What follows belongs to an exercise in optimizing a design on an open flow for small area; a production flow would make more cautious choices. Where RTL was checked, it was by simulation tests only, not by an equivalence proof against the original. Power is estimated from default activity; no workload was simulated.

==> run Z: inputs <==
==> flow/design.v <==
`timescale 1ns / 1ps
module FIFO_shift_reg_beh
#(
    parameter FIFO_width = 32,
    parameter FIFO_depth = 10                    
 )
(
    output reg [FIFO_width - 1 : 0] dataOut,
    output empty, full,
    input readEnable, writeEnable,
    input [FIFO_width - 1 : 0] dataIn,
    input enable, reset, clk
    );
    reg [FIFO_width * FIFO_depth - 1 : 0] slots;     
    reg [5:0] count;
    wire [FIFO_depth : 0] at;
    assign at[0]  = ~count[5] & ~count[0];
    assign at[1]  =  count[0] & ~count[1];
    assign at[2]  =  count[1] & ~count[2];
    assign at[3]  =  count[2] & ~count[3];
    assign at[4]  =  count[3] & ~count[4];
    assign at[5]  =  count[4] & ~count[5];
    assign at[6]  =  count[5] &  count[0];
    assign at[7]  = ~count[0] &  count[1];
    assign at[8]  = ~count[1] &  count[2];
    assign at[9]  = ~count[2] &  count[3];
    assign at[10] = ~count[3] &  count[4];
    assign empty = at[0];
    assign full  = at[FIFO_depth];
    wire doRead  = readEnable & ~empty;
    wire doWrite = writeEnable & ~full & ~doRead;
    integer i;
    wire shift = enable & ~reset & doWrite;
    wire keep  = ~(enable & doWrite);
    wire [FIFO_width * FIFO_depth - 1 : 0] slotIn = {slots[FIFO_width * (FIFO_depth - 1) - 1 : 0], dataIn};
    always @(posedge clk)
        slots <= (slotIn & {FIFO_width * FIFO_depth{shift}}) | (slots & {FIFO_width * FIFO_depth{keep}});
    reg [FIFO_width - 1 : 0] oldest;
    always @(*) begin
        oldest = {FIFO_width{1'b0}};
        for (i = 0; i < FIFO_depth; i = i + 1)
            oldest = oldest | (slots[FIFO_width * i +: FIFO_width] & {FIFO_width{at[i+1]}});
    end
    always @(posedge clk)
        if (enable) begin
            if (reset)
                count <= 6'b000000;
            else if (doRead)
                count <= {~count[0], count[5:1]};
            else if (doWrite)
                count <= {count[4:0], ~count[5]};
        end
    wire loadOut = enable & (reset | doRead);
    always @(posedge clk)
        dataOut <= (oldest & {FIFO_width{loadOut & ~reset}}) | (dataOut & {FIFO_width{~loadOut}});
endmodule
==> flow/flow/run.sh <==
#!/bin/bash
# The standard layout, with two changes:
#  - after the standard synthesis, the logic between its registers is replaced by the
#    hand-mapped netlist gen_netlist.py writes (the registers stay as synthesis made them);
#  - every input and output port gets the smallest buffer, sky130_fd_sc_hd__buf_1.
# Each tool's output goes to a log of its own in this folder.
set -euo pipefail
R=orfs/results/${FLOW_PLATFORM}/FIFO_shift_reg_beh/base
export BUFFER_PORTS_ARGS="-buffer_cell sky130_fd_sc_hd__buf_1"
bash standard.sh synth > synth.log 2>&1
cp $R/1_2_yosys.v standard_1_2_yosys.v
if python3 flow/gen_netlist.py standard_1_2_yosys.v $R/1_2_yosys.v > gen_netlist.log 2>&1; then
  rm -f $R/1_synth.odb $R/1_synth.sdc
fi
bash standard.sh finish > layout.log 2>&1
==> flow/flow/gen_netlist.py <==
#!/usr/bin/env python3
"""Write the gate netlist of FIFO_shift_reg_beh (32 x 10, Johnson-coded count) by hand.

usage: gen_netlist.py STANDARD_NETLIST OUT_NETLIST

The registers are the standard synthesis's: the same instances, names and cell types, read
from STANDARD_NETLIST. Only the logic between them is written here, as the RTL states it:
dataOut's sum of products (ten slots and its own value) becomes three a222oi, an a22oi and
a nand4 per bit, and each slot's sum of products (the slot below, or its own value) an a22o.
If the standard netlist's registers are not the ones expected, OUT_NETLIST is left as it is.
"""
import re
import sys

W, D = 32, 10
P = "sky130_fd_sc_hd__"


def main():
    std, out = sys.argv[1], sys.argv[2]
    text = open(std).read()
    regs = {}
    for m in re.finditer(r"\b" + P + r"(\w+)\s+(\\\S+|\w+)\s*\(", text):
        cell, name = m.group(1), m.group(2).lstrip("\\")
        if "df" in cell:
            stem = name.rpartition("$")[0] if "$_" in name else name
            regs[stem] = (name, cell)
    want = {f"count[{k}]": "edfxtp_1" for k in range(6)}
    want.update({f"dataOut[{b}]": "dfxtp_1" for b in range(W)})
    want.update({f"slots[{n}]": "dfxtp_1" for n in range(W * D)})
    if sorted(regs) != sorted(want) or any(regs[r][1] != want[r] for r in want):
        print("standard registers differ from the expected ones; netlist left unchanged")
        print(sorted(set(regs) ^ set(want))[:10], {c for _, c in regs.values()})
        return 1

    cells = []
    wires = []

    def cell(typ, pins):
        cells.append((typ, pins))

    def inst_name(n):
        return "\\" + n + " "

    def flop(reg, d, de, q):
        cells.append(("edfxtp_1", dict(CLK="clk", D=d, DE=de, Q=q), inst_name(regs[reg][0])))

    def dff(reg, d, q):
        cells.append(("dfxtp_1", dict(CLK="clk", D=d, Q=q), inst_name(regs[reg][0])))

    def wire(n):
        wires.append(n)
        return n

    cq = [wire(f"cq{k}") for k in range(6)]
    for n in ["doRead", "doWrite", "shiftEn", "keep", "holdOut", "noLoad", "cntEn", "ncq0", "ncq5"]:
        wire(n)
    cell("nor2_1", dict(A=cq[5], B=cq[0], Y="empty"))
    cell("nor2b_1", dict(A=cq[3], B_N=cq[4], Y="full"))
    cell("o21a_1", dict(A1=cq[5], A2=cq[0], B1="readEnable", X="doRead"))
    cell("nor3b_1", dict(A="full", B="doRead", C_N="writeEnable", Y="doWrite"))
    cell("and3b_1", dict(A_N="reset", B="enable", C="doWrite", X="shiftEn"))
    cell("nand2_1", dict(A="enable", B="doWrite", Y="keep"))
    cell("o21ai_0", dict(A1="reset", A2="doRead", B1="enable", Y="holdOut"))
    cell("nand3b_1", dict(A_N="reset", B="enable", C="doRead", Y="noLoad"))
    cell("o31a_1", dict(A1="reset", A2="doRead", A3="doWrite", B1="enable", X="cntEn"))
    cell("inv_1", dict(A=cq[0], Y="ncq0"))
    cell("inv_1", dict(A=cq[5], Y="ncq5"))
    for k in range(6):
        up = "ncq5" if k == 0 else cq[k - 1]
        down = "ncq0" if k == 5 else cq[k + 1]
        m, d = wire(f"cm{k}"), wire(f"cd{k}")
        cell("mux2i_1", dict(A0=up, A1=down, S="doRead", Y=m))
        cell("nor2_1", dict(A=m, B="reset", Y=d))
        flop(f"count[{k}]", d, "cntEn", cq[k])

    # s[k]: count == k and dataOut loads the oldest word (a read, enabled, no reset), k = 1 .. 10
    s = [None] + [wire(f"sel{k}") for k in range(1, D + 1)]
    for k in range(1, 6):
        cell("nor3b_1", dict(A=cq[k], B="noLoad", C_N=cq[k - 1], Y=s[k]))
    cell("and3b_1", dict(A_N="noLoad", B=cq[5], C=cq[0], X=s[6]))
    for k in range(7, 11):
        cell("nor3b_1", dict(A=cq[k - 7], B="noLoad", C_N=cq[k - 6], Y=s[k]))

    sq = [[wire(f"sq{i}_{b}") for b in range(W)] for i in range(D)]
    for i in range(D):
        for b in range(W):
            d = wire(f"sd{i}_{b}")
            prev = f"dataIn[{b}]" if i == 0 else sq[i - 1][b]
            cell("a22o_1", dict(A1="shiftEn", A2=prev, B1="keep", B2=sq[i][b], X=d))
            dff(f"slots[{W * i + b}]", d, sq[i][b])

    for b in range(W):
        g = [wire(f"g{j}_{b}") for j in range(4)]
        d = wire(f"od{b}")
        cell("a222oi_1", dict(A1=s[1], A2=sq[0][b], B1=s[2], B2=sq[1][b], C1=s[3], C2=sq[2][b], Y=g[0]))
        cell("a222oi_1", dict(A1=s[4], A2=sq[3][b], B1=s[5], B2=sq[4][b], C1=s[6], C2=sq[5][b], Y=g[1]))
        cell("a222oi_1", dict(A1=s[7], A2=sq[6][b], B1=s[8], B2=sq[7][b], C1=s[9], C2=sq[8][b], Y=g[2]))
        cell("a22oi_1", dict(A1=s[10], A2=sq[9][b], B1="holdOut", B2=f"dataOut[{b}]", Y=g[3]))
        cell("nand4_1", dict(A=g[0], B=g[1], C=g[2], D=g[3], Y=d))
        dff(f"dataOut[{b}]", d, f"dataOut[{b}]")

    o = []
    o.append("module FIFO_shift_reg_beh(dataOut, empty, full, readEnable, writeEnable, dataIn, enable, reset, clk);")
    o.append("  output [31:0] dataOut;\n  output empty;\n  output full;\n  input readEnable;\n  input writeEnable;")
    o.append("  input [31:0] dataIn;\n  input enable;\n  input reset;\n  input clk;")
    o.append("  wire [31:0] dataOut;\n  wire empty;\n  wire full;\n  wire readEnable;\n  wire writeEnable;")
    o.append("  wire [31:0] dataIn;\n  wire enable;\n  wire reset;\n  wire clk;")
    for w in wires:
        o.append(f"  wire {w};")
    n = 0
    for c in cells:
        typ, pins = c[0], c[1]
        name = c[2] if len(c) > 2 else f"g_{n}"
        n += 1
        conn = ", ".join(f".{p}({v})" for p, v in pins.items())
        o.append(f"  {P}{typ} {name}({conn});")
    o.append("endmodule")
    open(out, "w").write("\n".join(o) + "\n")
    print(f"wrote {out}: {len(cells)} cells")
    return 0


if __name__ == "__main__":
    sys.exit(main())
==> flow/standard.sh <==
#!/bin/bash
# synth_recipe.tcl (not shown) runs the flow's synth.tcl, then flattens the netlist and writes it again
# the make line also repeats each setting of config.mk as NAME=value (left out here)
make -C /OpenROAD-flow-scripts/flow DESIGN_CONFIG=/design/flow/config.mk WORK_HOME=/design/flow/orfs CLKGATE_MAP_FILE= SYNTH_SCRIPT=/design/flow/synth_recipe.tcl "${@:-finish}"
==> flow/config.mk <==
export PLATFORM = sky130hd
export DESIGN_NAME = FIFO_shift_reg_beh
export DESIGN_NICKNAME = FIFO_shift_reg_beh
export VERILOG_FILES = /design/flow/design.v
export SDC_FILE = /design/flow/constraint.sdc
export NUM_CORES = 4
export LEC_CHECK = 0
export CAP_MARGIN = 20
export CORE_MARGIN = 2
export CORE_UTILIZATION = 40
export CTS_BUF_LIST = sky130_fd_sc_hd__clkbuf_16
export CTS_CLUSTER_DIAMETER = 80
export CTS_CLUSTER_SIZE = 30
export PLACE_DENSITY = 0.6
export SLEW_MARGIN = 20
==> flow/constraint.sdc <==
create_clock -name core_clock -period 5.0 [get_ports {clk}]
set_input_delay 1.0000 -clock core_clock [delete_from_list [all_inputs] [get_ports {clk}]]
set_output_delay 1.0000 -clock core_clock [all_outputs]
set_load 0.01 [all_outputs]
==> run D: changes against run Z <==
--- a/flow/design.v
+++ b/flow/design.v
@@ -42,13 +42,9 @@
             oldest = oldest | (slots[FIFO_width * i +: FIFO_width] & {FIFO_width{at[i+1]}});
     end
+    wire stepCount = enable & ~reset & (doRead | doWrite);
+    wire keepCount = ~(enable & (reset | doRead | doWrite));
+    wire [5:0] nextCount = doRead ? {~count[0], count[5:1]} : {count[4:0], ~count[5]};
     always @(posedge clk)
-        if (enable) begin
-            if (reset)
-                count <= 6'b000000;
-            else if (doRead)
-                count <= {~count[0], count[5:1]};
-            else if (doWrite)
-                count <= {count[4:0], ~count[5]};
-        end
+        count <= (nextCount & {6{stepCount}}) | (count & {6{keepCount}});
     wire loadOut = enable & (reset | doRead);
     always @(posedge clk)
--- a/flow/flow/run.sh
+++ b/flow/flow/run.sh
@@ -8,4 +8,5 @@
 R=orfs/results/${FLOW_PLATFORM}/FIFO_shift_reg_beh/base
 export BUFFER_PORTS_ARGS="-buffer_cell sky130_fd_sc_hd__buf_1"
+export CTS_ARGS="-sink_clustering_enable -repair_clock_nets -sink_clustering_size 30 -sink_clustering_max_diameter 80 -buf_list sky130_fd_sc_hd__clkbuf_16 -root_buf sky130_fd_sc_hd__clkbuf_8 -tree_buf sky130_fd_sc_hd__clkbuf_8 -sink_clustering_buffer sky130_fd_sc_hd__clkbuf_16 -dont_use_dummy_load"
 bash standard.sh synth > synth.log 2>&1
 cp $R/1_2_yosys.v standard_1_2_yosys.v
--- a/flow/flow/gen_netlist.py
+++ b/flow/flow/gen_netlist.py
@@ -7,5 +7,6 @@
 from STANDARD_NETLIST. Only the logic between them is written here, as the RTL states it:
 dataOut's sum of products (ten slots and its own value) becomes three a222oi, an a22oi and
-a nand4 per bit, and each slot's sum of products (the slot below, or its own value) an a22o.
+a nand4 per bit, each slot's sum of products (the slot below, or its own value) an a22o, and
+each count bit's a mux2i and an a2bb2o.
 If the standard netlist's registers are not the ones expected, OUT_NETLIST is left as it is.
 """
@@ -26,5 +27,5 @@
             stem = name.rpartition("$")[0] if "$_" in name else name
             regs[stem] = (name, cell)
-    want = {f"count[{k}]": "edfxtp_1" for k in range(6)}
+    want = {f"count[{k}]": "dfxtp_1" for k in range(6)}
     want.update({f"dataOut[{b}]": "dfxtp_1" for b in range(W)})
     want.update({f"slots[{n}]": "dfxtp_1" for n in range(W * D)})
@@ -43,7 +44,4 @@
         return "\\" + n + " "
 
-    def flop(reg, d, de, q):
-        cells.append(("edfxtp_1", dict(CLK="clk", D=d, DE=de, Q=q), inst_name(regs[reg][0])))
-
     def dff(reg, d, q):
         cells.append(("dfxtp_1", dict(CLK="clk", D=d, Q=q), inst_name(regs[reg][0])))
@@ -54,5 +52,5 @@
 
     cq = [wire(f"cq{k}") for k in range(6)]
-    for n in ["doRead", "doWrite", "shiftEn", "keep", "holdOut", "noLoad", "cntEn", "ncq0", "ncq5"]:
+    for n in ["doRead", "doWrite", "shiftEn", "keep", "holdOut", "noLoad", "rdwr", "noStep", "keepCount", "ncq0", "ncq5"]:
         wire(n)
     cell("nor2_1", dict(A=cq[5], B=cq[0], Y="empty"))
@@ -64,5 +62,7 @@
     cell("o21ai_0", dict(A1="reset", A2="doRead", B1="enable", Y="holdOut"))
     cell("nand3b_1", dict(A_N="reset", B="enable", C="doRead", Y="noLoad"))
-    cell("o31a_1", dict(A1="reset", A2="doRead", A3="doWrite", B1="enable", X="cntEn"))
+    cell("or2_1", dict(A="doRead", B="doWrite", X="rdwr"))
+    cell("nand3b_1", dict(A_N="reset", B="enable", C="rdwr", Y="noStep"))
+    cell("o21ai_0", dict(A1="reset", A2="rdwr", B1="enable", Y="keepCount"))
     cell("inv_1", dict(A=cq[0], Y="ncq0"))
     cell("inv_1", dict(A=cq[5], Y="ncq5"))
@@ -72,6 +72,6 @@
         m, d = wire(f"cm{k}"), wire(f"cd{k}")
         cell("mux2i_1", dict(A0=up, A1=down, S="doRead", Y=m))
-        cell("nor2_1", dict(A=m, B="reset", Y=d))
-        flop(f"count[{k}]", d, "cntEn", cq[k])
+        cell("a2bb2o_1", dict(A1_N=m, A2_N="noStep", B1=cq[k], B2="keepCount", X=d))
+        dff(f"count[{k}]", d, cq[k])
 
     # s[k]: count == k and dataOut loads the oldest word (a read, enabled, no reset), k = 1 .. 10
- CORE_UTILIZATION: 40 -> 65
- CTS_BUF_LIST: sky130_fd_sc_hd__clkbuf_16 -> default
- CTS_CLUSTER_DIAMETER: 80 -> default
- CTS_CLUSTER_SIZE: 30 -> default
- GPL_ROUTABILITY_DRIVEN: default -> 0
- GPL_TIMING_DRIVEN: default -> 0
- PLACE_DENSITY: 0.6 -> 0.8
==> run X: changes against run Z <==
==> flow/design.v, changed modules only <==
module FIFO_shift_reg_beh
#(
    parameter FIFO_width = 32,
    parameter FIFO_depth = 10                    
 )
(
    output reg [FIFO_width - 1 : 0] dataOut,
    output empty, full,
    input readEnable, writeEnable,
    input [FIFO_width - 1 : 0] dataIn,
    input enable, reset, clk
    );
    reg [FIFO_width - 1 : 0] slot [0 : FIFO_depth - 1];
    reg [5:0] count;
    wire [FIFO_depth : 0] at;
    assign at[0]  = ~count[5] & ~count[0];
    assign at[1]  =  count[0] & ~count[1];
    assign at[2]  =  count[1] & ~count[2];
    assign at[3]  =  count[2] & ~count[3];
    assign at[4]  =  count[3] & ~count[4];
    assign at[5]  =  count[4] & ~count[5];
    assign at[6]  =  count[5] &  count[0];
    assign at[7]  = ~count[0] &  count[1];
    assign at[8]  = ~count[1] &  count[2];
    assign at[9]  = ~count[2] &  count[3];
    assign at[10] = ~count[3] &  count[4];
    assign empty = at[0];
    assign full  = at[FIFO_depth];
    wire doRead  = readEnable & ~empty;
    wire doWrite = writeEnable & ~full & ~doRead;
    integer i;
    always @(posedge clk)
        if (enable & ~reset & doWrite) begin
            slot[0] <= dataIn;
            for (i = 1; i < FIFO_depth; i = i + 1)
                slot[i] <= slot[i-1];
        end
    reg [FIFO_width - 1 : 0] oldest;
    always @(*) begin
        oldest = {FIFO_width{1'b0}};
        for (i = 0; i < FIFO_depth; i = i + 1)
            oldest = oldest | (slot[i] & {FIFO_width{at[i+1]}});
    end
    always @(posedge clk)
        if (enable) begin
            if (reset) begin
                count <= 6'b000000;
                dataOut <= {FIFO_width{1'b0}};
            end else if (doRead) begin
                count <= {~count[0], count[5:1]};
                dataOut <= oldest;
            end else if (doWrite)
                count <= {count[4:0], ~count[5]};
        end
endmodule
--- a/flow/flow/gen_netlist.py
+++ b/flow/flow/gen_netlist.py
@@ -6,6 +6,5 @@
 The registers are the standard synthesis's: the same instances, names and cell types, read
 from STANDARD_NETLIST. Only the logic between them is written here, as the RTL states it:
-dataOut's sum of products (ten slots and its own value) becomes three a222oi, an a22oi and
-a nand4 per bit, and each slot's sum of products (the slot below, or its own value) an a22o.
+dataOut's sum of products over the ten slots becomes three a222oi, a nand2 and a nand4 per bit.
 If the standard netlist's registers are not the ones expected, OUT_NETLIST is left as it is.
 """
@@ -26,8 +25,8 @@
             stem = name.rpartition("$")[0] if "$_" in name else name
             regs[stem] = (name, cell)
-    want = {f"count[{k}]": "edfxtp_1" for k in range(6)}
-    want.update({f"dataOut[{b}]": "dfxtp_1" for b in range(W)})
-    want.update({f"slots[{n}]": "dfxtp_1" for n in range(W * D)})
-    if sorted(regs) != sorted(want) or any(regs[r][1] != want[r] for r in want):
+    want = [f"count[{k}]" for k in range(6)] + [f"dataOut[{b}]" for b in range(W)] + [
+        f"slot[{i}][{b}]" for i in range(D) for b in range(W)
+    ]
+    if sorted(regs) != sorted(want) or any(c != "edfxtp_1" for _, c in regs.values()):
         print("standard registers differ from the expected ones; netlist left unchanged")
         print(sorted(set(regs) ^ set(want))[:10], {c for _, c in regs.values()})
@@ -46,7 +45,4 @@
         cells.append(("edfxtp_1", dict(CLK="clk", D=d, DE=de, Q=q), inst_name(regs[reg][0])))
 
-    def dff(reg, d, q):
-        cells.append(("dfxtp_1", dict(CLK="clk", D=d, Q=q), inst_name(regs[reg][0])))
-
     def wire(n):
         wires.append(n)
@@ -54,5 +50,5 @@
 
     cq = [wire(f"cq{k}") for k in range(6)]
-    for n in ["doRead", "doWrite", "shiftEn", "keep", "holdOut", "noLoad", "cntEn", "ncq0", "ncq5"]:
+    for n in ["doRead", "doWrite", "shiftEn", "outEn", "cntEn", "ncq0", "ncq5"]:
         wire(n)
     cell("nor2_1", dict(A=cq[5], B=cq[0], Y="empty"))
@@ -61,7 +57,5 @@
     cell("nor3b_1", dict(A="full", B="doRead", C_N="writeEnable", Y="doWrite"))
     cell("and3b_1", dict(A_N="reset", B="enable", C="doWrite", X="shiftEn"))
-    cell("nand2_1", dict(A="enable", B="doWrite", Y="keep"))
-    cell("o21ai_0", dict(A1="reset", A2="doRead", B1="enable", Y="holdOut"))
-    cell("nand3b_1", dict(A_N="reset", B="enable", C="doRead", Y="noLoad"))
+    cell("o21a_1", dict(A1="reset", A2="doRead", B1="enable", X="outEn"))
     cell("o31a_1", dict(A1="reset", A2="doRead", A3="doWrite", B1="enable", X="cntEn"))
     cell("inv_1", dict(A=cq[0], Y="ncq0"))
@@ -75,19 +69,16 @@
         flop(f"count[{k}]", d, "cntEn", cq[k])
 
-    # s[k]: count == k and dataOut loads the oldest word (a read, enabled, no reset), k = 1 .. 10
+    # s[k]: count == k and no reset, k = 1 .. 10
     s = [None] + [wire(f"sel{k}") for k in range(1, D + 1)]
     for k in range(1, 6):
-        cell("nor3b_1", dict(A=cq[k], B="noLoad", C_N=cq[k - 1], Y=s[k]))
-    cell("and3b_1", dict(A_N="noLoad", B=cq[5], C=cq[0], X=s[6]))
+        cell("nor3b_1", dict(A=cq[k], B="reset", C_N=cq[k - 1], Y=s[k]))
+    cell("and3b_1", dict(A_N="reset", B=cq[5], C=cq[0], X=s[6]))
     for k in range(7, 11):
-        cell("nor3b_1", dict(A=cq[k - 7], B="noLoad", C_N=cq[k - 6], Y=s[k]))
+        cell("nor3b_1", dict(A=cq[k - 7], B="reset", C_N=cq[k - 6], Y=s[k]))
 
     sq = [[wire(f"sq{i}_{b}") for b in range(W)] for i in range(D)]
     for i in range(D):
         for b in range(W):
-            d = wire(f"sd{i}_{b}")
-            prev = f"dataIn[{b}]" if i == 0 else sq[i - 1][b]
-            cell("a22o_1", dict(A1="shiftEn", A2=prev, B1="keep", B2=sq[i][b], X=d))
-            dff(f"slots[{W * i + b}]", d, sq[i][b])
+            flop(f"slot[{i}][{b}]", f"dataIn[{b}]" if i == 0 else sq[i - 1][b], "shiftEn", sq[i][b])
 
     for b in range(W):
@@ -97,7 +88,7 @@
         cell("a222oi_1", dict(A1=s[4], A2=sq[3][b], B1=s[5], B2=sq[4][b], C1=s[6], C2=sq[5][b], Y=g[1]))
         cell("a222oi_1", dict(A1=s[7], A2=sq[6][b], B1=s[8], B2=sq[7][b], C1=s[9], C2=sq[8][b], Y=g[2]))
-        cell("a22oi_1", dict(A1=s[10], A2=sq[9][b], B1="holdOut", B2=f"dataOut[{b}]", Y=g[3]))
+        cell("nand2_1", dict(A=s[10], B=sq[9][b], Y=g[3]))
         cell("nand4_1", dict(A=g[0], B=g[1], C=g[2], D=g[3], Y=d))
-        dff(f"dataOut[{b}]", d, f"dataOut[{b}]")
+        flop(f"dataOut[{b}]", d, "outEn", f"dataOut[{b}]")
 
     o = []
==> run F: changes against run Z <==
--- a/flow/design.v
+++ b/flow/design.v
@@ -42,13 +42,9 @@
             oldest = oldest | (slots[FIFO_width * i +: FIFO_width] & {FIFO_width{at[i+1]}});
     end
+    wire stepCount = enable & ~reset & (doRead | doWrite);
+    wire keepCount = ~(enable & (reset | doRead | doWrite));
+    wire [5:0] nextCount = doRead ? {~count[0], count[5:1]} : {count[4:0], ~count[5]};
     always @(posedge clk)
-        if (enable) begin
-            if (reset)
-                count <= 6'b000000;
-            else if (doRead)
-                count <= {~count[0], count[5:1]};
-            else if (doWrite)
-                count <= {count[4:0], ~count[5]};
-        end
+        count <= (nextCount & {6{stepCount}}) | (count & {6{keepCount}});
     wire loadOut = enable & (reset | doRead);
     always @(posedge clk)
--- a/flow/flow/run.sh
+++ b/flow/flow/run.sh
@@ -8,4 +8,5 @@
 R=orfs/results/${FLOW_PLATFORM}/FIFO_shift_reg_beh/base
 export BUFFER_PORTS_ARGS="-buffer_cell sky130_fd_sc_hd__buf_1"
+export CTS_ARGS="-sink_clustering_enable -repair_clock_nets -sink_clustering_size 30 -sink_clustering_max_diameter 80 -buf_list sky130_fd_sc_hd__clkbuf_16 -dont_use_dummy_load"
 bash standard.sh synth > synth.log 2>&1
 cp $R/1_2_yosys.v standard_1_2_yosys.v
--- a/flow/flow/gen_netlist.py
+++ b/flow/flow/gen_netlist.py
@@ -7,5 +7,6 @@
 from STANDARD_NETLIST. Only the logic between them is written here, as the RTL states it:
 dataOut's sum of products (ten slots and its own value) becomes three a222oi, an a22oi and
-a nand4 per bit, and each slot's sum of products (the slot below, or its own value) an a22o.
+a nand4 per bit, each slot's sum of products (the slot below, or its own value) an a22o, and
+each count bit's a mux2i and an a2bb2o.
 If the standard netlist's registers are not the ones expected, OUT_NETLIST is left as it is.
 """
@@ -26,5 +27,5 @@
             stem = name.rpartition("$")[0] if "$_" in name else name
             regs[stem] = (name, cell)
-    want = {f"count[{k}]": "edfxtp_1" for k in range(6)}
+    want = {f"count[{k}]": "dfxtp_1" for k in range(6)}
     want.update({f"dataOut[{b}]": "dfxtp_1" for b in range(W)})
     want.update({f"slots[{n}]": "dfxtp_1" for n in range(W * D)})
@@ -43,7 +44,4 @@
         return "\\" + n + " "
 
-    def flop(reg, d, de, q):
-        cells.append(("edfxtp_1", dict(CLK="clk", D=d, DE=de, Q=q), inst_name(regs[reg][0])))
-
     def dff(reg, d, q):
         cells.append(("dfxtp_1", dict(CLK="clk", D=d, Q=q), inst_name(regs[reg][0])))
@@ -54,5 +52,5 @@
 
     cq = [wire(f"cq{k}") for k in range(6)]
-    for n in ["doRead", "doWrite", "shiftEn", "keep", "holdOut", "noLoad", "cntEn", "ncq0", "ncq5"]:
+    for n in ["doRead", "doWrite", "shiftEn", "keep", "holdOut", "noLoad", "rdwr", "noStep", "keepCount", "ncq0", "ncq5"]:
         wire(n)
     cell("nor2_1", dict(A=cq[5], B=cq[0], Y="empty"))
@@ -64,5 +62,7 @@
     cell("o21ai_0", dict(A1="reset", A2="doRead", B1="enable", Y="holdOut"))
     cell("nand3b_1", dict(A_N="reset", B="enable", C="doRead", Y="noLoad"))
-    cell("o31a_1", dict(A1="reset", A2="doRead", A3="doWrite", B1="enable", X="cntEn"))
+    cell("or2_1", dict(A="doRead", B="doWrite", X="rdwr"))
+    cell("nand3b_1", dict(A_N="reset", B="enable", C="rdwr", Y="noStep"))
+    cell("o21ai_0", dict(A1="reset", A2="rdwr", B1="enable", Y="keepCount"))
     cell("inv_1", dict(A=cq[0], Y="ncq0"))
     cell("inv_1", dict(A=cq[5], Y="ncq5"))
@@ -72,6 +72,6 @@
         m, d = wire(f"cm{k}"), wire(f"cd{k}")
         cell("mux2i_1", dict(A0=up, A1=down, S="doRead", Y=m))
-        cell("nor2_1", dict(A=m, B="reset", Y=d))
-        flop(f"count[{k}]", d, "cntEn", cq[k])
+        cell("a2bb2o_1", dict(A1_N=m, A2_N="noStep", B1=cq[k], B2="keepCount", X=d))
+        dff(f"count[{k}]", d, cq[k])
 
     # s[k]: count == k and dataOut loads the oldest word (a read, enabled, no reset), k = 1 .. 10
- CORE_UTILIZATION: 40 -> 80
- CTS_BUF_LIST: sky130_fd_sc_hd__clkbuf_16 -> default
- CTS_CLUSTER_DIAMETER: 80 -> default
- CTS_CLUSTER_SIZE: 30 -> default
- PLACE_DENSITY: 0.6 -> 0.92
==> notes <==
The lowest hold slack belongs to run X, the highest to run F.
Flip-flop and latch count is the same in run F and run Z.
Against run D, the sequential share of layout area of run Z is higher by 0.12 points.
Via count: run X < run Z < run D < run F.
First-iteration DRC count: run D is higher than run X (5.6%).
In run F the wire length is larger than in run Z, by about 9%.
Synthesized cell count is the same in run F and run D.
Count of clock-buffer cells in the layout: run D is lower than run Z (2).
Of run D and run F, run F has the higher clock power (gap about 6%, measured against run F).
Clock skew: run F > run D > run X > run Z.
Function not checked in run Z: the RTL went through the layout flow alone.

separate check: timing with driven ports:
The flow's constraints put no driver on any port. The routed layouts listed below were extracted and timed again, unchanged, in two steps.
Step 1 assumes that a clkbuf_16 drives the clock port and a buf_2 every other input.
Step 2 adds t to the input delays and takes it off the output delays; t is the mean of the earliest and latest rising clock arrival at the registers after step 1. Input paths then give back, and output paths get back, about the clock's delay inside the block.
Slacks: no drivers / after step 1 / after step 2; pairs: no drivers / after step 1.
| run | shift t [ns] | setup WS [ns] | latest minus earliest clock arrival (ns) | worst data-port slew with drivers (ns) |
|---|---|---|---|---|
| run Z | 0.554 | 1.850 / 1.850 / 1.398 | 0.010 / 0.010 | 0.04 |
| run D | 0.576 | 1.804 / 1.817 / 1.241 | 0.024 / 0.024 | 0.04 |
| run X | 0.555 | 2.092 / 2.092 / 1.661 | 0.021 / 0.021 | 0.03 |
| run F | 0.538 | 1.843 / 1.862 / 1.323 | 0.023 / 0.023 | 0.04 |
After both steps every run listed still meets setup and hold. The setup slack of run D, which loses most, moves by +0.013 ns with the drivers and by -0.563 ns with both steps.
